Source: an optimization exercise on an open RTL-to-GDS flow (aim: small area, a short achievable clock period and few clock cycles per item). Production flows keep margins and buffers that such runs may drop. At most, simulation tests tie the RTL to the original design; equivalence was not proved. The flow treats the clock pin as an ideal source. Dropping or thinning the clock tree relies on that and would not hold on a real chip. Power figures rest on the tool's default switching activity, not on a simulated workload.

Design cpu, start of the top module:
module cpu (
    input clk,
    input rst,
    input [15:0] sw,
    output [7:0] led
);
Size: roughly 210 cells after synthesis, about 1600 um2 of cells after synthesis.
Settings: LEC_CHECK=0, CAP_MARGIN=20, CORE_MARGIN=2, CORE_UTILIZATION=40, SLEW_MARGIN=20; clock period 8.0 ns.
standard.sh (not shown) runs the stock make flow with config.mk's settings and CLKGATE_MAP_FILE= SYNTH_SCRIPT=/design/flow/synth_recipe.tcl, a recipe that flattens the netlist after the stock synthesis.
==> flow/flow/run.sh <==
#!/bin/bash
# The standard layout (standard.sh), with these changes:
# - synthesis: ABC maps the logic with this flow's abc.script instead of the
#   ORFS script, and Yosys's adder extraction is skipped so ABC sees all the
#   logic. Registers, flattening and renaming are those of the standard
#   synthesis (synth_recipe.tcl with abc_override.tcl inserted).
# - flow/env.sh may set further ORFS variables (timing-repair target, port
#   buffer cell).
set -euo pipefail
here=$(pwd)
{ head -n 1 synth_recipe.tcl; cat flow/abc_override.tcl; tail -n +2 synth_recipe.tcl; } > my_synth.tcl
export MY_ABC_SCRIPT=$here/flow/abc.script
if [[ -f flow/abc_fast.script ]]; then export MY_ABC_FAST=$here/flow/abc_fast.script; fi
if [[ -f flow/env.sh ]]; then source flow/env.sh; fi
sed -e "s#SYNTH_SCRIPT=[^ ]*#SYNTH_SCRIPT=$here/my_synth.tcl ADDER_MAP_FILE=#" standard.sh > my_standard.sh
bash my_standard.sh > flow.log 2>&1
==> flow/flow/abc.script <==
strash
&get -n
&dch -f
&nf
&put
topo
Other scripts of this flow, unchanged in this note and not shown: flow/flow/abc_override.tcl, flow/flow/env.sh, flow/flow/one_buf.tcl, flow/flow/ports.tcl
==> next run, changes <==
==> flow/flow/abc.script (replaced) <==
strash
dch -f
map
topo
Utilization decreases by 0.50 points.
Die area rose by a few percent.
Synthesized area rose by a few percent.
Worst setup slack improves by 23 ps.
Wire length rises by about a fifth.
Global-route usage climbs by 1.2 points.
Power grows by a few percent.
Worst hold slack is about the same.
Via count increases by about a fifth.
Function was not checked in any run of this note: the RTL went through the layout flow alone. No run of this note takes its clock network from TritonCTS; it comes from the design's own scripts or RTL.

* * *

cpu, a different RTL version from the one above (not shown whole).
Size: ~29 flip-flops, roughly 26 I/O pins.
clock: 8.0 ns
lec_check: 0
cap_margin: 20
core_margin: 2
core_utilization: 40
slew_margin: 20
==> flow/flow/abc.script <==
strash
dch
map
topo
==> flow/flow/abc_override.tcl <==
# Run ABC with this flow's own script in place of the ORFS one (the rest of
# the standard synthesis is unchanged).
proc abc {args} {
  set i [lsearch -exact $args -script]
  if {$i >= 0} { set args [lreplace $args $i [expr {$i + 1}] -script $::env(MY_ABC_SCRIPT)] }
  yosys abc {*}$args
}
==> flow/flow/env.sh <==
export SETUP_SLACK_MARGIN=5.8
export BUFFER_PORTS_ARGS="-buffer_cell sky130_fd_sc_hd__buf_1"
export PRE_CTS_TCL=$here/flow/one_buf.tcl
==> flow/flow/one_buf.tcl <==
# Clock tree of one buffer: the clock port drives a single clkbuf_16 placed at
# the centre of the registers, which drives every register's clock pin.
# Replaces clock_tree_synthesis for this small design (cts.tcl's repair and
# legalisation still run after it).
proc clock_tree_synthesis {args} {
  set block [ord::get_db_block]
  set clk_port [lindex [get_ports clk] 0]
  set net [$block findNet clk]
  set xs 0; set ys 0; set n 0
  foreach it [$net getITerms] {
    set inst [$it getInst]
    set box [$inst getBBox]
    set xs [expr {$xs + ([$box xMin] + [$box xMax]) / 2}]
    set ys [expr {$ys + ([$box yMin] + [$box yMax]) / 2}]
    incr n
  }
  set dbu [$block getDbUnitsPerMicron]
  set x [expr {double($xs) / $n / $dbu}]
  set y [expr {double($ys) / $n / $dbu}]
  puts "one_buf: $n clock sinks, buffer at $x $y"
  insert_buffer -buffer_cell sky130_fd_sc_hd__clkbuf_16 -net clk -location [list $x $y] -buffer_name clkbuf_root -net_name clknet_root
  set_propagated_clock [all_clocks]
}
Scripts as last shown in full above: flow/flow/run.sh
Testbench counts at the start, summed over its fixed seeds: cycles 10,080, jobs 2,016.
==> next run, changes <==
==> flow/flow/abc.script (replaced) <==
strash
map -a
topo
--- a/flow/flow/env.sh
+++ b/flow/flow/env.sh
@@ -1 +1 @@
-export SETUP_SLACK_MARGIN=5.8
+export SETUP_SLACK_MARGIN=5.7
Result: Via count is higher by 1.9%; register-to-register slack loses 0.12 ns; sequential cell count is unchanged; routed wire length is higher by 2.8%.
==> next run, changes <==
==> flow/flow/abc.script (replaced) <==
strash
dch -f
map
topo
--- a/flow/flow/env.sh
+++ b/flow/flow/env.sh
@@ -1 +1 @@
-export SETUP_SLACK_MARGIN=5.7
+export SETUP_SLACK_MARGIN=5.75
After rerunning: The changed run produced a clean layout; sequential cell count is unchanged; global-route usage went up by 0.67 points; via count barely changes; core utilization falls by 2.6 points; worst setup slack gets better by 0.034 ns; die area decreases by about 2%; fmax rises by 1.5%; worst hold slack is about the same; clock skew hardly moves; synthesized area decreases by about 2%.
==> next run, changes <==
==> flow/flow/env.sh (replaced) <==
export SETUP_SLACK_MARGIN=5.7
export PRE_GLOBAL_PLACE_TCL=$here/flow/ports.tcl
export PRE_CTS_TCL=$here/flow/one_buf.tcl
==> flow/flow/ports.tcl (new file) <==
# Port buffers: buf_1 on the inputs (they feed registers directly and arrive
# with time to spare), buf_2 on the outputs (the register-to-output path is
# the design's critical path).
rename buffer_ports my_orig_buffer_ports
proc buffer_ports {args} {
  my_orig_buffer_ports -inputs -buffer_cell sky130_fd_sc_hd__buf_1
  my_orig_buffer_ports -outputs -buffer_cell sky130_fd_sc_hd__buf_2
}
- CORE_UTILIZATION: 40 -> 65
The changed run went through all stages and came out clean.
Setup slack is worse by 0.030 ns.
Worst hold slack gets better by 0.0053 ns.
First-iteration DRC count fell by 12%.
Via count decreases by 1.9%.
Routed wire length came out lower by 5.8%.
Final cell count goes down by 7.6%.
Core utilization grows by 26 points.
Die area shrinks by 36%.
Synthesized cell count does not change.
Maximum frequency shrinks by 1.4%.
Critical path depth is unchanged.
==> next run, changes <==
==> flow/flow/abc.script (replaced) <==
strash
&get -n
&dch -f
&nf
&put
topo
==> flow/flow/env.sh (replaced) <==
export SETUP_SLACK_MARGIN=5.75
export BUFFER_PORTS_ARGS="-buffer_cell sky130_fd_sc_hd__buf_1"
export PRE_CTS_TCL=$here/flow/one_buf.tcl
- CORE_UTILIZATION: 65 -> 40
removed: flow/flow/ports.tcl
Setup slack is better by 0.021 ns.
Global-route usage is lower by 11 points.
Cell count is lower by about 9%.
Power is higher by 12%.
Register-to-register slack is better by 0.06 ns.
No run of this note takes its clock network from TritonCTS; it comes from the design's own scripts or RTL.

static timing again, ports no longer ideal:
How much do the figures lean on ideal ports? The routed layouts below were timed once more, with nothing changed but the port constraints.
Step 1: set_driving_cell puts a clkbuf_16 on clk and a buf_2 on each other input, an assumption about the parent block.
Step 2 times the ports against the registers' clock, not the clock port: input delays grow and output delays shrink by t, the midpoint of the rising clock arrivals with the driver on.
a / b / c = no drivers / after step 1 / after step 2; a / b = the first two.
run	t (ns)	slack for setup (ns)	worst register clock-pin slew, ns	worst slew at a driven data input, ns
the first run of note 1	0.190	5.734 / 5.705 / 5.792	0.10 / 0.10	0.03
the second run of note 1	0.191	5.757 / 5.728 / 5.816	0.10 / 0.10	0.03
the first run of note 2	0.192	5.786 / 5.756 / 5.948	0.10 / 0.10	0.03
the second run of note 2	0.191	5.748 / 5.721 / 5.872	0.11 / 0.11	0.03
the third run of note 2	0.190	5.782 / 5.753 / 5.877	0.10 / 0.10	0.03
the fourth run of note 2	0.185	5.752 / 5.725 / 5.846	0.10 / 0.10	0.03
the fifth run of note 2	0.188	5.773 / 5.745 / 5.910	0.10 / 0.10	0.03
After both steps setup and hold are still met in every run listed.
